Context: an optimization exercise on an open-source flow, tuned for small area. The choices shown serve that exercise and are no tape-out recipe. In this exercise RTL edits were held to simulation tests only and were not proved equivalent to the original.

## wavelet_transform
module wavelet_transform #(
    parameter BITS_PER_ELEM = 8,
    parameter TOTAL_FILTERS = 7,
    parameter SUM_TRUNCATION = 8
) (
    input wire clk,
    input wire rst,
    input wire signed [BITS_PER_ELEM - 1:0] i_value,
    input wire i_data_clk,
    input wire [7:0] i_select_output_channel,
    output wire [SUM_TRUNCATION - 1:0] o_multiplexed_wavelet_out,
    output wire o_active,
    output [8:0] io_oeb
);
Size: roughly 3800 cells after synthesis.
clock: 14.0 ns
lec_check: 0
cap_margin: 20
core_margin: 2
core_utilization: 60
slew_margin: 20
standard.sh (not shown) runs the stock make flow with config.mk's settings and CLKGATE_MAP_FILE= SYNTH_SCRIPT=/design/flow/synth_recipe.tcl, a recipe that flattens the netlist after the stock synthesis.
==> flow/flow/run.sh <==
#!/bin/bash
# Own flow: the standard synthesis; then fixinv3.py removes the inverters
# synthesis left between cells, mostly around full adders (a full adder is
# self-dual, so some fa cells are flipped to take and give complemented
# signals; some gates are swapped for their inverted-output twins); then
# the standard layout from floorplan to finish on that netlist, with clock
# tree synthesis given the buffer list and sink clustering in flow/cts_args
# and no dummy loads.  Each step's output goes to its own log here.
set -euo pipefail
R=orfs/results/${FLOW_PLATFORM}/wavelet_transform/base
bash standard.sh synth > synth.log 2>&1
cp "$R/1_2_yosys.v" 1_2_yosys.std.v
python3 flow/fixinv3.py 1_2_yosys.std.v "$R/1_2_yosys.v" > fixinv.log 2>&1
rm -f "$R/1_synth.odb" "$R/1_synth.sdc"
CTS="-sink_clustering_enable -repair_clock_nets -dont_use_dummy_load"
if [[ -f flow/cts_args ]]; then CTS="$CTS $(cat flow/cts_args)"; fi
bash standard.sh finish "CTS_ARGS=$CTS" > finish.log 2>&1
Other scripts of this flow, unchanged in this note and not shown: flow/flow/cts_args, flow/flow/fixinv3.py
==> next run, changes <==
Settings changed: GPL_TIMING_DRIVEN from default to 0.
=> First-iteration DRC count grows by about a fifth; wire length goes up by about a fifth; hold slack degrades by 0.034 ns; final cell count rose by a few percent; cell area goes up by a few percent.

========
Another version of the RTL of wavelet_transform (not shown whole).
For scale: about 37 I/O pins, about 48000 sq um of cells after synthesis.
Settings: LEC_CHECK=0, CAP_MARGIN=20, CORE_MARGIN=2, CORE_UTILIZATION=60, SLEW_MARGIN=20; clock period 14.0 ns.
==> flow/flow/cts_args <==
-buf_list sky130_fd_sc_hd__clkbuf_8 -sink_clustering_size 15 -sink_clustering_max_diameter 80
Scripts as last shown in full above: flow/flow/run.sh
Other scripts of this flow, unchanged in this note and not shown: flow/flow/fixinv3.py
The first run completed without violations.
Then changed:
==> flow/flow/cts_args (replaced) <==
-buf_list sky130_fd_sc_hd__clkbuf_4 sky130_fd_sc_hd__clkbuf_8 -sink_clustering_size 15 -sink_clustering_max_diameter 80
Settings changed: CAP_MARGIN 20 to 10, SLEW_MARGIN 20 to 10.
After rerunning: The changed run did not get past 4_1_cts on STA-0564. Synthesized cell count is unchanged. Area after synthesis is unchanged.
Then changed:
==> flow/flow/cts_args (replaced) <==
-buf_list sky130_fd_sc_hd__clkbuf_8 -sink_clustering_size 15 -sink_clustering_max_diameter 80
Settings changed: CORE_UTILIZATION 60 to 70.
What happened: The changed run finished but fails on max-slew violations. Area after synthesis stays the same. Synthesized cell count stays the same.
Then changed:
Settings changed: CORE_UTILIZATION 70 to 60.
=> The new run went through all stages and came out clean. Area after synthesis does not change. Cell count grows by 3.5%. First-iteration DRC count fell by 18%. Sequential share of layout area shrinks by 0.15 points. Register-to-register slack gets worse by 0.06 ns.

========
== main ==
Another version of the RTL of wavelet_transform (not shown whole).
For scale: ~3900 cells after synthesis, roughly 37 I/O pins, roughly 49000 sq um of cells after synthesis.
clock: 14.0 ns
lec_check: 0
cap_margin: 20
core_margin: 2
core_utilization: 60
slew_margin: 20
==> flow/flow/run.sh <==
#!/bin/bash
# Own flow: the standard synthesis, then fixinv2.py removes inverters
# that synthesis left around full-adder cells (a full adder is self-dual, so
# some fa cells are flipped to take and give complemented signals), then
# the standard layout from floorplan to finish on that netlist, with
# clock tree synthesis told to use smaller clock buffers and no dummy loads.
set -euo pipefail
R=orfs/results/${FLOW_PLATFORM}/wavelet_transform/base
bash standard.sh synth > synth.log 2>&1
cp "$R/1_2_yosys.v" 1_2_yosys.std.v
python3 flow/fixinv2.py 1_2_yosys.std.v "$R/1_2_yosys.v" > fixinv.log 2>&1
rm -f "$R/1_synth.odb" "$R/1_synth.sdc"
CTS="-sink_clustering_enable -repair_clock_nets -dont_use_dummy_load"
if [[ -f flow/cts_args ]]; then CTS="$CTS $(cat flow/cts_args)"; fi
bash standard.sh finish "CTS_ARGS=$CTS" > finish.log 2>&1
==> flow/flow/cts_args <==
-buf_list sky130_fd_sc_hd__clkbuf_16 -sink_clustering_size 30 -sink_clustering_max_diameter 60
Other scripts of this flow, unchanged in this note and not shown: flow/flow/fixinv2.py
Changes in the feature branch relative to main:
==> flow/flow/cts_args <==
-buf_list sky130_fd_sc_hd__clkbuf_16 -sink_clustering_size 30 -sink_clustering_max_diameter 100
Notes after the runs:
- NOTE: multi-input logic portion of the cell area in the feature branch exceeds that of main
- Reported for main and the feature branch, non-clock inverter total of the final layout turned out identical to the last digit.
- When the feature branch is set beside main, its post-route standard cell area excluding fillers turns out to be 1.0% smaller.
- Routed wire length on the feature branch is ahead of main.
- Going from main to the feature branch, minimum clock period +0.043 ns; setup slack of the critical path after layout moved down; clock-buffer cell count went down 38%.

========
## alpha
RTL: one of the versions met above, not the one the previous note started from.
Size: roughly 37 I/O pins, roughly 0.048 sq mm of cells after synthesis.
Design wavelet_transform, start of the top module:
module wavelet_transform #(
    parameter BITS_PER_ELEM = 8,
    parameter TOTAL_FILTERS = 7,
    parameter SUM_TRUNCATION = 8
) (
    input wire clk,
    input wire rst,
    input wire signed [BITS_PER_ELEM - 1:0] i_value,
    input wire i_data_clk,
    input wire [7:0] i_select_output_channel,
    output wire [SUM_TRUNCATION - 1:0] o_multiplexed_wavelet_out,
    output wire o_active,
    output [8:0] io_oeb
);
  assign io_oeb = 9'b0;
  reg active;
  assign o_active = active;
  reg dprev, dprev2, ph0, ph1, ph2;
  reg [7:0] mux_out;
  assign o_multiplexed_wavelet_out = mux_out;
  wire capture = i_data_clk & ~dprev & ~dprev2;
  wire phany = ph0 | ph1 | ph2;
  reg [7:0] u0;
  reg [7:0] u1;
  reg [7:0] u2;
  reg [7:0] u3;
  reg [7:0] u4;
  reg [7:0] u5;
  reg [7:0] u6;
  reg [7:0] u7;
  reg [7:0] u8;
  reg [7:0] u9;
  reg [7:0] u10;
  reg [7:0] u11;
  reg [7:0] u12;
  reg [7:0] u13;
  reg [7:0] u14;
  reg [7:0] u15;
  reg [7:0] u16;
  reg [7:0] u17;
  reg [7:0] u18;
  reg [7:0] u19;
  reg [7:0] u20;
  reg [7:0] u21;
  reg [7:0] u22;
  reg [7:0] u23;
  reg [7:0] u24;
  reg [7:0] u25;
  reg [7:0] u26;
  reg [7:0] u27;
  reg [7:0] u28;
  reg [7:0] u29;
  reg [7:0] u30;
  reg [7:0] u31;
  reg [7:0] u32;
  reg [7:0] u33;
  reg [7:0] u34;
  reg [7:0] u35;
  reg [7:0] u36;
  reg [7:0] u37;
  reg [7:0] u38;
  reg [7:0] u39;
  reg [7:0] u40;
  reg [7:0] u41;
  reg [7:0] u42;
  reg [7:0] u43;
  reg [7:0] u44;
  reg [7:0] u45;
  reg [7:0] u46;
  reg [7:0] u47;
  reg [7:0] u48;
  reg [7:0] u49;
  reg [7:0] u50;
  reg [7:0] u51;
  reg [7:0] u52;
  reg [7:0] u53;
  reg [7:0] u54;
  reg [7:0] u55;
  reg [7:0] u56;
  reg [7:0] u57;
  reg [7:0] u58;
  reg [7:0] u59;
  reg [7:0] u60;
  reg [7:0] u61;
  reg [7:0] u62;
  reg [7:0] u63;
  reg [7:0] u64;
  reg [7:0] u65;
  reg [7:0] u66;
  reg [7:0] u67;
  reg [7:0] u68;
  reg [7:0] u69;
  reg [7:0] u70;
  reg [7:0] u71;
  reg [7:0] u72;
  ...
clock: 14.0 ns
lec_check: 0
cap_margin: 10
core_margin: 2
core_utilization: 60
slew_margin: 10
==> flow/flow/run.sh <==
#!/bin/bash
# Own flow: the standard synthesis; then fixinv3.py removes the inverters
# synthesis left between cells, mostly around full adders (a full adder is
# self-dual, so some fa cells are flipped to take and give complemented
# signals; some gates are swapped for their inverted-output twins); then
# the standard layout from floorplan to finish on that netlist, with clock
# tree synthesis given the buffer list and sink clustering in flow/cts_args
# and no dummy loads.  Each step's output goes to its own log here.
set -euo pipefail
R=orfs/results/${FLOW_PLATFORM}/wavelet_transform/base
bash standard.sh synth > synth.log 2>&1
cp "$R/1_2_yosys.v" 1_2_yosys.std.v
python3 flow/fixinv3.py 1_2_yosys.std.v "$R/1_2_yosys.v" > fixinv.log 2>&1
rm -f "$R/1_synth.odb" "$R/1_synth.sdc"
CTS="-sink_clustering_enable -repair_clock_nets -dont_use_dummy_load"
if [[ -f flow/cts_args ]]; then CTS="$CTS $(cat flow/cts_args)"; fi
bash standard.sh finish "CTS_ARGS=$CTS" > finish.log 2>&1
==> flow/flow/cts_args <==
-buf_list {sky130_fd_sc_hd__clkbuf_4 sky130_fd_sc_hd__clkbuf_8} -sink_clustering_size 15 -sink_clustering_max_diameter 80
Other scripts of this flow, unchanged in this note and not shown: flow/flow/fixinv3.py
alpha finished all stages; the layout is clean.
diff inputs: alpha => beta
Settings: CORE_UTILIZATION: 60 -> 50.
==> flow/flow/cts_args <==
-buf_list sky130_fd_sc_hd__clkbuf_8 -sink_clustering_size 15 -sink_clustering_max_diameter 80
Notes after the runs:
Looking at total track usage, beta sits below alpha. Sort beta and alpha by maximum number of pins on one net before global-route repair asc -> top: beta. Of beta and alpha, beta shows the higher number of buffers and inverters on the critical path, with alpha below it. Per the comparison of beta with alpha, floorplan core area went up by 20%; critical path depth went up by about 14%.

## what the ideal ports hide
How much do the figures lean on ideal ports? The routed layouts below were timed once more, with nothing changed but the port constraints. Step 1 assumes that a clkbuf_16 drives the clock port and a buf_2 every other input. Step 2, shift: input delay + t, output delay - t, t = (earliest + latest rising clock arrival at the registers) / 2. This alone moves slack from input paths to output paths. Slacks: ideal / step 1 / step 2; pairs: ideal / step 1.
run	shift t [ns]	setup slack, ns	cell pins on the clock port's net
the first run of note 1	0.667	0.512 / 0.512 / 0.512	1
the second run of note 1	0.677	0.258 / 0.258 / 0.258	1
the first run of note 2	0.742	0.497 / 0.497 / 0.497	1
the third run of note 2	0.776	0.513 / 0.513 / 0.513	1
the fourth run of note 2	0.787	0.454 / 0.454 / 0.454	1
main	0.714	1.433 / 1.433 / 1.433	1
the feature branch	0.673	1.390 / 1.390 / 1.390	1
alpha	0.787	0.454 / 0.454 / 0.454	1
beta	0.772	0.561 / 0.561 / 0.561	1
